From an optimization exercise on the open Yosys and OpenROAD flow, aimed at small area and a short achievable clock period; shortcuts taken in it are not production practice.
Only simulation tests tie the RTL to the original design; equivalence was not proved.

==> flow/design.v <==
module Decoder (
input  wire [1:0] IN ,
output wire [3:0] OUT
);
assign OUT = 4'b0001 << IN;
endmodule
module ARITHMETIC_UNIT (
input  wire [15:0] A ,
input  wire [15:0] B ,
input  wire [3:0]  ALU_FUNC ,
input  wire        Arith_enable ,
input  wire        CMP_enable ,
output reg  [31:0] Arith_OUT ,
output wire [1:0]  CMP_OUT
);
wire sub = ALU_FUNC[0] | ALU_FUNC[3];
wire [15:0] s;
wire        co;
ADDSUB16 u_add (.A(A), .B(B), .sub(sub), .S(s), .CO(co));
CMP_UNIT u_cmp (.ge(co), .zero(~|s), .ALU_FUNC(ALU_FUNC[1:0]),
                .CMP_enable(CMP_enable), .CMP_OUT(CMP_OUT));
wire [31:0] p;
MUL16 u_mul (.A(A), .B(B), .P(p));
wire [15:0] q;
DIV16 u_div (.A(A), .B(B), .Q(q));
always @(*) begin
  Arith_OUT = 32'b0;
  if (Arith_enable)
    case (ALU_FUNC[1:0])
      2'b00: Arith_OUT = {15'b0, co, s};
      2'b01: Arith_OUT = {{16{~co}}, s};
      2'b10: Arith_OUT = p;
      default: Arith_OUT = {16'b0, q};
    endcase
end
endmodule
module ADDSUB16 (
input  wire [15:0] A ,
input  wire [15:0] B ,
input  wire        sub ,
output wire [15:0] S ,
output wire        CO
);
wire [15:0] b = B ^ {16{sub}};
wire [16:0] c;
assign c[0] = sub;
genvar j;
generate for (j = 0; j < 16; j = j + 1) begin : g_bit
  assign S[j]   = A[j] ^ b[j] ^ c[j];
  assign c[j+1] = (A[j] & b[j]) | (A[j] & c[j]) | (b[j] & c[j]);
end endgenerate
assign CO = c[16];
endmodule
module DIV16 (
input  wire [15:0] A ,
input  wire [15:0] B ,
output wire [15:0] Q
);
function automatic [5:0] topq (input [5:0] x);
  case (x)
    6'd0: topq = 6'd56;
    6'd1: topq = 6'd0;
    6'd2: topq = 6'd0;
    6'd3: topq = 6'd0;
    6'd4: topq = 6'd0;
    6'd5: topq = 6'd0;
    6'd6: topq = 6'd0;
    6'd7: topq = 6'd0;
    6'd8: topq = 6'd57;
    6'd9: topq = 6'd8;
    6'd10: topq = 6'd1;
    6'd11: topq = 6'd1;
    6'd12: topq = 6'd1;
    6'd13: topq = 6'd1;
    6'd14: topq = 6'd1;
    6'd15: topq = 6'd1;
    6'd16: topq = 6'd58;
    6'd17: topq = 6'd16;
    6'd18: topq = 6'd8;
    6'd19: topq = 6'd2;
    6'd20: topq = 6'd2;
    6'd21: topq = 6'd2;
    6'd22: topq = 6'd2;
    6'd23: topq = 6'd2;
    6'd24: topq = 6'd59;
    6'd25: topq = 6'd24;
    6'd26: topq = 6'd9;
    6'd27: topq = 6'd8;
    6'd28: topq = 6'd3;
    6'd29: topq = 6'd3;
    6'd30: topq = 6'd3;
    6'd31: topq = 6'd3;
    6'd32: topq = 6'd60;
    6'd33: topq = 6'd32;
    6'd34: topq = 6'd16;
    6'd35: topq = 6'd9;
    6'd36: topq = 6'd8;
    6'd37: topq = 6'd4;
    6'd38: topq = 6'd4;
    6'd39: topq = 6'd4;
    6'd40: topq = 6'd61;
    6'd41: topq = 6'd40;
    6'd42: topq = 6'd17;
    6'd43: topq = 6'd10;
    6'd44: topq = 6'd9;
    6'd45: topq = 6'd8;
    6'd46: topq = 6'd5;
    6'd47: topq = 6'd5;
    6'd48: topq = 6'd62;
    6'd49: topq = 6'd48;
    6'd50: topq = 6'd24;
    6'd51: topq = 6'd16;
    6'd52: topq = 6'd10;
    6'd53: topq = 6'd9;
    6'd54: topq = 6'd8;
    6'd55: topq = 6'd6;
    6'd56: topq = 6'd63;
    6'd57: topq = 6'd56;
    6'd58: topq = 6'd25;
    6'd59: topq = 6'd17;
    6'd60: topq = 6'd11;
    6'd61: topq = 6'd10;
    6'd62: topq = 6'd9;
    6'd63: topq = 6'd8;
    default: topq = 6'd0;
  endcase
endfunction
wire [16:0] bz;
assign bz[16] = 1'b1;
genvar i, j;
generate for (j = 15; j >= 1; j = j - 1) begin : g_bz
  assign bz[j] = bz[j+1] & ~B[j];
end endgenerate
assign bz[0] = 1'b0;
wire [15:0] nb = ~B;
wire [15:0] rem [0:16];
wire [5:0] tq = topq({A[15:13], B[2:0]});
assign Q[15:13] = bz[3] ? tq[5:3] : 3'd0;
assign rem[13] = {13'b0, bz[3] ? tq[2:0] : A[15:13]};
generate for (i = 12; i >= 0; i = i - 1) begin : g_row
  localparam W = 16 - i;
  wire [15:0] tw = {rem[i+1][14:0], A[i]};
  wire [W-1:0] t = tw[W-1:0];
  reg  [W-1:0] g, p, d;
  reg  [W:0]   c;
  integer k, s;
  always @(*) begin
    p = t | nb[W-1:0];
    g = t & nb[W-1:0];
    g[0] = p[0];                   
    g[W-1] = g[W-1] & bz[W];
    p[W-1] = p[W-1] & bz[W];
    for (s = 1; s < W; s = s * 2)
      for (k = 0; k < W; k = k + 1)
        if ((k & s) != 0) begin
          g[k] = g[k] | (p[k] & g[(k & ~(2*s-1)) + s - 1]);
          p[k] = p[k] & p[(k & ~(2*s-1)) + s - 1];
        end
    c = {g, 1'b1};                 
    d = B[W-1:0] ~^ c[W-1:0];
  end
  assign Q[i] = c[W];
  if (W < 16) begin : g_r
    assign rem[i] = {{(16-W){1'b0}}, t ^ ({W{Q[i]}} & d)};
  end else begin : g_r
    assign rem[i] = 16'b0;
  end
end endgenerate
endmodule
module MUL16 (
input  wire [15:0] A ,
input  wire [15:0] B ,
output wire [31:0] P
);
wire [15:0] s [0:15];
wire [15:0] c [0:15];
assign s[0] = A & {16{B[0]}};
assign c[0] = 16'b0;
assign P[0] = s[0][0];
genvar j, k;
generate for (j = 1; j < 16; j = j + 1) begin : g_row
  for (k = 0; k < 16; k = k + 1) begin : g_cell
    wire x = A[k] & B[j];
    wire y = (k == 15) ? 1'b0 : s[j-1][(k == 15) ? 0 : k+1];
    wire z = c[j-1][k];
    assign {c[j][k], s[j][k]} = x + y + z;
  end
  assign P[j] = s[j][0];
end endgenerate
assign P[31:16] = {1'b0, s[15][15:1]} + c[15];
endmodule
module LOGIC_UNIT (
input  wire [15:0] A ,
input  wire [15:0] B ,
input  wire [1:0]  ALU_FUNC ,
input  wire        Logic_enable ,
output wire [15:0] Logic_OUT
);
wire [15:0] r = (ALU_FUNC[0] ? (A | B) : (A & B)) ^ {16{ALU_FUNC[1]}};
assign Logic_OUT = Logic_enable ? r : 16'b0;
endmodule
module SHIFT_UNIT (
input  wire [15:0] A ,
input  wire [15:0] B ,
input  wire [1:0]  ALU_FUNC ,
input  wire        Shift_enable ,
output wire [15:0] Shift_OUT
);
wire [15:0] x = ALU_FUNC[1] ? B : A;
wire [15:0] r = ALU_FUNC[0] ? {x[14:0], 1'b0} : {1'b0, x[15:1]};
assign Shift_OUT = Shift_enable ? r : 16'b0;
endmodule
module CMP_UNIT (
input  wire       ge ,
input  wire       zero ,
input  wire [1:0] ALU_FUNC ,
input  wire       CMP_enable ,
output wire [1:0] CMP_OUT
);
wire eq = zero;
wire lt = ~ge;
wire gt = ge & ~zero;
reg [1:0] r;
always @(*)
  case (ALU_FUNC)
    2'b00: r = 2'b00;
    2'b01: r = {1'b0, eq};
    2'b10: r = {gt, 1'b0};
    default: r = {lt, lt};
  endcase
assign CMP_OUT = CMP_enable ? r : 2'b00;
endmodule
module ALU_TOP
#( parameter OP_DATA_WIDTH = 16 ,
             Arith_OUT_WIDTH = OP_DATA_WIDTH + OP_DATA_WIDTH ,
             Logic_OUT_WIDTH = OP_DATA_WIDTH ,
             Shift_OUT_WIDTH = OP_DATA_WIDTH ,
             CMP_OUT_WIDTH = 3
)
(
input  wire [OP_DATA_WIDTH-1:0]    A   ,
input  wire [OP_DATA_WIDTH-1:0]    B   ,
input  wire [3:0]                  ALU_FUNC ,
input  wire                        CLK ,
input  wire                        RST ,
output reg  [Arith_OUT_WIDTH-1:0]  Arith_OUT,
output wire                        Carry_OUT,
output reg                         Arith_Flag,
output reg  [Logic_OUT_WIDTH-1:0]  Logic_OUT,
output reg                         Logic_Flag,
output reg  [Shift_OUT_WIDTH-1:0]  Shift_OUT,
output reg                         Shift_Flag,
output wire [CMP_OUT_WIDTH-1:0]    CMP_OUT,
output reg                         CMP_Flag
);
wire CMP_enable, Shift_enable, Logic_enable, Arith_enable;
Decoder U0 (
.IN(ALU_FUNC[3:2]),
.OUT({Shift_enable,CMP_enable,Logic_enable,Arith_enable})
);
wire [31:0] arith_d;
wire [15:0] logic_d, shift_d;
wire [1:0]  cmp_d;
ARITHMETIC_UNIT U0_ARITHMETIC_UNIT (
.A(A), .B(B), .ALU_FUNC(ALU_FUNC), .Arith_enable(Arith_enable),
.CMP_enable(CMP_enable), .Arith_OUT(arith_d), .CMP_OUT(cmp_d)
);
LOGIC_UNIT U0_LOGIC_UNIT (
.A(A), .B(B), .ALU_FUNC(ALU_FUNC[1:0]), .Logic_enable(Logic_enable),
.Logic_OUT(logic_d)
);
SHIFT_UNIT U0_SHIFT_UNIT (
.A(A), .B(B), .ALU_FUNC(ALU_FUNC[1:0]), .Shift_enable(Shift_enable),
.Shift_OUT(shift_d)
);
reg [1:0] cmp_q;
always @(posedge CLK or negedge RST)
  if (!RST) begin
    Arith_OUT  <= 32'b0;
    Arith_Flag <= 1'b0;
    Logic_OUT  <= 16'b0;
    Logic_Flag <= 1'b0;
    Shift_OUT  <= 16'b0;
    Shift_Flag <= 1'b0;
    cmp_q      <= 2'b0;
    CMP_Flag   <= 1'b0;
  end else begin
    Arith_OUT  <= arith_d;
    Arith_Flag <= Arith_enable;
    Logic_OUT  <= logic_d;
    Logic_Flag <= Logic_enable;
    Shift_OUT  <= shift_d;
    Shift_Flag <= Shift_enable;
    cmp_q      <= cmp_d;
    CMP_Flag   <= CMP_enable;
  end
assign Carry_OUT = Arith_OUT[16];
assign CMP_OUT = {1'b0, cmp_q};
endmodule
clock: 106.0 ns
lec_check: 0
abc_area: 1
cap_margin: 70
core_margin: 2
core_utilization: 70
cts_buf_list: sky130_fd_sc_hd__clkbuf_8
place_density: 0.85
slew_margin: 70
standard.sh (not shown) runs the stock make flow with config.mk's settings and CLKGATE_MAP_FILE= SYNTH_SCRIPT=/design/flow/synth_recipe.tcl, a recipe that flattens the netlist after the stock synthesis.
==> flow/flow/run.sh <==
#!/bin/bash
# The standard layout with two changes:
# - synthesis is the standard flow's own script, but ABC maps with flow/map.abc: ORFS's
#   area script with an extra dc2 restructuring pass and without its
#   buffering pass (placement removes those buffers);
# - the port buffers are buf_4 on inputs and buf_1 on outputs instead of
#   ORFS's default delay cells (flow/port_buffers.tcl).
set -euo pipefail
here=$(pwd)
{ head -n 1 synth_recipe.tcl; cat flow/abc_wrap.tcl; tail -n +2 synth_recipe.tcl; } > my_synth.tcl
sed "s#SYNTH_SCRIPT=[^ ]*#SYNTH_SCRIPT=$here/my_synth.tcl#" standard.sh > my_standard.sh
grep -q "SYNTH_SCRIPT=$here/my_synth.tcl" my_standard.sh
export FLOW_ABC_SCRIPT="$here/flow/map.abc"
export BUFFER_PORTS_ARGS="-buffer_cell sky130_fd_sc_hd__buf_2"
export PRE_RESIZE_TCL="$here/flow/port_buffers.tcl"
bash my_standard.sh > "$here/standard_flow.log" 2>&1
==> flow/flow/abc_wrap.tcl <==
# ABC runs with this flow's mapping script (flow/map.abc) in place of ORFS's
# abc_area.script; everything else is the standard flow's own synthesis script.
proc abc {args} {
  set i [lsearch $args -script]
  if {$i >= 0} { lset args [expr {$i + 1}] $::env(FLOW_ABC_SCRIPT) }
  yosys abc {*}$args
}
==> flow/flow/map.abc <==
strash
dc2
dch
map -B 0.9
topo
stime -c
upsize -c
dnsize -c
==> flow/flow/port_buffers.tcl <==
# Runs before repair_design. buffer_ports put a buf_2 on every port: input
# port buffers drive the operands' large fanout, so make them buf_4; output
# port buffers drive only the port, so make them buf_1.
set n_in 0
set n_out 0
foreach inst [get_cells input*] {
  if {[get_property $inst ref_name] == "sky130_fd_sc_hd__buf_2"} {
    replace_cell $inst sky130_fd_sc_hd__buf_4
    incr n_in
  }
}
foreach inst [get_cells output*] {
  if {[get_property $inst ref_name] == "sky130_fd_sc_hd__buf_2"} {
    replace_cell $inst sky130_fd_sc_hd__buf_1
    incr n_out
  }
}
puts "port_buffers.tcl: $n_in input port buffers made buf_4, $n_out output port buffers made buf_1"
==> next run, changes <==
==> flow/flow/run.sh (replaced) <==
#!/bin/bash
# The standard layout, except that the port buffers are plain buffers
# (buf_4 on inputs, buf_1 on outputs) instead of ORFS's default delay cells.
set -euo pipefail
here=$(pwd)
export BUFFER_PORTS_ARGS="-buffer_cell sky130_fd_sc_hd__buf_2"
export PRE_RESIZE_TCL="$here/flow/port_buffers.tcl"
bash standard.sh > "$here/standard_flow.log" 2>&1
removed: flow/flow/abc_wrap.tcl
removed: flow/flow/map.abc
Setup slack gets better by 8800 ps. Critical path depth drops by 100. Hold slack gets better by 8.1 ps. Clock-buffer cell count is unchanged. Wire length climbs by 31%. First-iteration DRC count climbs by 47%. Fmax climbs by 25%. Final cell count climbs by 32%.

* * *

ALU_TOP, a different RTL version from the one above (not shown whole).
Size: about 2,900 cells after synthesis, roughly 0.018 mm2 of cells after synthesis.
Settings: LEC_CHECK=0, ABC_AREA=1, CAP_MARGIN=20, CORE_MARGIN=2, CORE_UTILIZATION=70, GPL_TIMING_DRIVEN=0, PLACE_DENSITY=0.85, SLEW_MARGIN=20; clock period 106.0 ns.
run.sh (not shown) runs the stock make flow with config.mk's settings and CLKGATE_MAP_FILE= SYNTH_SCRIPT=/design/flow/synth_recipe.tcl, a recipe that flattens the netlist after the stock synthesis.
Stock flow here: none of the scripts above is used.
The first run produced a clean layout.
==> next run, changes <==
==> flow/flow/run.sh (new file) <==
#!/bin/bash
# The standard layout, except that the port buffers are plain buffers
# (buf_4 on inputs, buf_2 on outputs) instead of ORFS's default delay cells.
set -euo pipefail
here=$(pwd)
export BUFFER_PORTS_ARGS="-buffer_cell sky130_fd_sc_hd__buf_2"
export PRE_RESIZE_TCL="$here/flow/port_buffers.tcl"
bash standard.sh > "$here/standard_flow.log" 2>&1
==> flow/flow/port_buffers.tcl (new file) <==
# Before repair_design: input port buffers drive the operands' large fanout,
# so make them buf_4; output port buffers stay buf_2.
set n 0
foreach port [get_ports -filter "direction == input"] {
  set net [get_nets -of_objects $port]
  foreach pin [get_pins -of_objects $net -filter "direction == input"] {
    set inst [get_cells -of_objects $pin]
    if {[get_property $inst ref_name] == "sky130_fd_sc_hd__buf_2"} {
      replace_cell $inst sky130_fd_sc_hd__buf_4
      incr n
    }
  }
}
puts "port_buffers.tcl: $n input port buffers made buf_4"
==> flow/standard.sh (new file) <==
#!/bin/bash
# synth_recipe.tcl (not shown) runs the flow's synth.tcl, then flattens the netlist and writes it again
# the make line also repeats each setting of config.mk as NAME=value (left out here)
make -C /OpenROAD-flow-scripts/flow DESIGN_CONFIG=/design/flow/config.mk WORK_HOME=/design/flow/orfs CLKGATE_MAP_FILE= SYNTH_SCRIPT=/design/flow/synth_recipe.tcl "${@:-finish}"
--- a/flow/config.mk
+++ b/flow/config.mk
@@ -11,3 +11,2 @@
 export CORE_UTILIZATION = 70
-export GPL_TIMING_DRIVEN = 0
 export PLACE_DENSITY = 0.85
removed: flow/run.sh
The new run aborted during placement repair (STA-0100).
Synthesized cell count is unchanged.
Area after synthesis stays the same.
==> next run, changes <==
==> flow/run.sh (new file) <==
#!/bin/bash
# synth_recipe.tcl (not shown) runs the flow's synth.tcl, then flattens the netlist and writes it again
# the make line also repeats each setting of config.mk as NAME=value (left out here)
make -C /OpenROAD-flow-scripts/flow DESIGN_CONFIG=/design/flow/config.mk WORK_HOME=/design/flow/orfs CLKGATE_MAP_FILE= SYNTH_SCRIPT=/design/flow/synth_recipe.tcl finish
removed: flow/flow/run.sh
removed: flow/flow/port_buffers.tcl
removed: flow/standard.sh
=> The new run passed the timing, design-rule and antenna checks; synthesized area is unchanged; synthesized cell count is unchanged.
==> next run, changes <==
--- a/flow/config.mk
+++ b/flow/config.mk
@@ -8,3 +8,3 @@
 export ABC_AREA = 1
-export CAP_MARGIN = 20
+export CAP_MARGIN = 70
 export CORE_MARGIN = 2
@@ -12,2 +12,2 @@
 export PLACE_DENSITY = 0.85
-export SLEW_MARGIN = 20
+export SLEW_MARGIN = 70
Via count goes up by 1.4%.
Worst setup slack gains 680 ps.
Maximum frequency goes up by 1.9%.
Design area goes up by 1.0%.
==> next run, changes <==
==> flow/flow/run.sh (new file) <==
#!/bin/bash
# The standard layout, except that the port buffers are plain buffers
# (buf_4 on inputs, buf_2 on outputs) instead of ORFS's default delay cells.
set -euo pipefail
here=$(pwd)
export BUFFER_PORTS_ARGS="-buffer_cell sky130_fd_sc_hd__buf_2"
export PRE_RESIZE_TCL="$here/flow/port_buffers.tcl"
bash standard.sh > "$here/standard_flow.log" 2>&1
==> flow/flow/port_buffers.tcl (new file) <==
# Before repair_design: input port buffers drive the operands' large fanout,
# so make them buf_4; output port buffers stay buf_2.
set n 0
foreach inst [get_cells input*] {
  if {[get_property $inst ref_name] == "sky130_fd_sc_hd__buf_2"} {
    replace_cell $inst sky130_fd_sc_hd__buf_4
    incr n
  }
}
puts "port_buffers.tcl: $n input port buffers made buf_4"
==> flow/standard.sh (new file) <==
#!/bin/bash
# synth_recipe.tcl (not shown) runs the flow's synth.tcl, then flattens the netlist and writes it again
# the make line also repeats each setting of config.mk as NAME=value (left out here)
make -C /OpenROAD-flow-scripts/flow DESIGN_CONFIG=/design/flow/config.mk WORK_HOME=/design/flow/orfs CLKGATE_MAP_FILE= SYNTH_SCRIPT=/design/flow/synth_recipe.tcl "${@:-finish}"
--- a/flow/config.mk
+++ b/flow/config.mk
@@ -11,2 +11,3 @@
 export CORE_UTILIZATION = 70
+export CTS_BUF_LIST = sky130_fd_sc_hd__clkbuf_8
 export PLACE_DENSITY = 0.85
removed: flow/run.sh
Effect: Worst setup slack is better by 570 ps; utilization went down by 2.7 points; worst hold slack is better by 71 ps; maximum frequency went up by 1.6%.
==> next run, changes <==
--- a/flow/config.mk
+++ b/flow/config.mk
@@ -8,7 +8,6 @@
 export ABC_AREA = 1
-export CAP_MARGIN = 70
+export CAP_MARGIN = 20
 export CORE_MARGIN = 2
 export CORE_UTILIZATION = 70
-export CTS_BUF_LIST = sky130_fd_sc_hd__clkbuf_8
 export PLACE_DENSITY = 0.85
-export SLEW_MARGIN = 70
+export SLEW_MARGIN = 20
Outcome:
- The new run finished clean
- synthesized cell count does not change
- synthesized area is unchanged
- global-route usage rose by 0.49 points
- design area stays flat
- count of clock-buffer cells in the layout does not change
- die area is unchanged
- utilization falls by 0.13 points

static timing again, ports no longer ideal:
The results above use ideal ports. As a check the final layouts listed here were re-extracted and re-timed, cells and wires unchanged. Step 1 assumes that a clkbuf_16 drives the clock port and a buf_2 every other input. Step 2 also shifts input and output timing later by t, the mid clock arrival at the registers, as if the neighbouring blocks saw the same clock. a / b / c = ideal ports / drivers / drivers and shift; a / b = the first two.
| run | t, ns | setup slack, ns | worst setup path after step 2 | clock arrival spread, ns | worst register clock-pin slew, ns |
|---|---|---|---|---|---|
| the first run of note 1 | 0.431 | 61.712 / 61.728 / 61.297 | input to register | 0.033 / 0.033 | 0.12 / 0.12 |
| the second run of note 1 | 0.418 | 70.532 / 70.544 / 70.125 | input to register | 0.022 / 0.022 | 0.10 / 0.10 |
| the first run of note 2 | 0.394 | 69.305 / 69.312 / 68.918 | input to register | 0.014 / 0.014 | 0.07 / 0.07 |
| the third run of note 2 | 0.391 | 68.938 / 68.959 / 68.568 | input to register | 0.014 / 0.014 | 0.07 / 0.07 |
| the fourth run of note 2 | 0.397 | 69.620 / 69.641 / 69.244 | input to register | 0.014 / 0.014 | 0.07 / 0.07 |
| the fifth run of note 2 | 0.412 | 70.195 / 70.211 / 69.799 | input to register | 0.019 / 0.020 | 0.10 / 0.10 |
| the sixth run of note 2 | 0.391 | 69.382 / 69.398 / 69.007 | input to register | 0.012 / 0.012 | 0.07 / 0.07 |
After both steps every run listed still meets setup and hold. For the first run of note 1, which loses most, drivers alone change the setup slack by +0.016 ns; drivers and shift together by -0.415 ns.
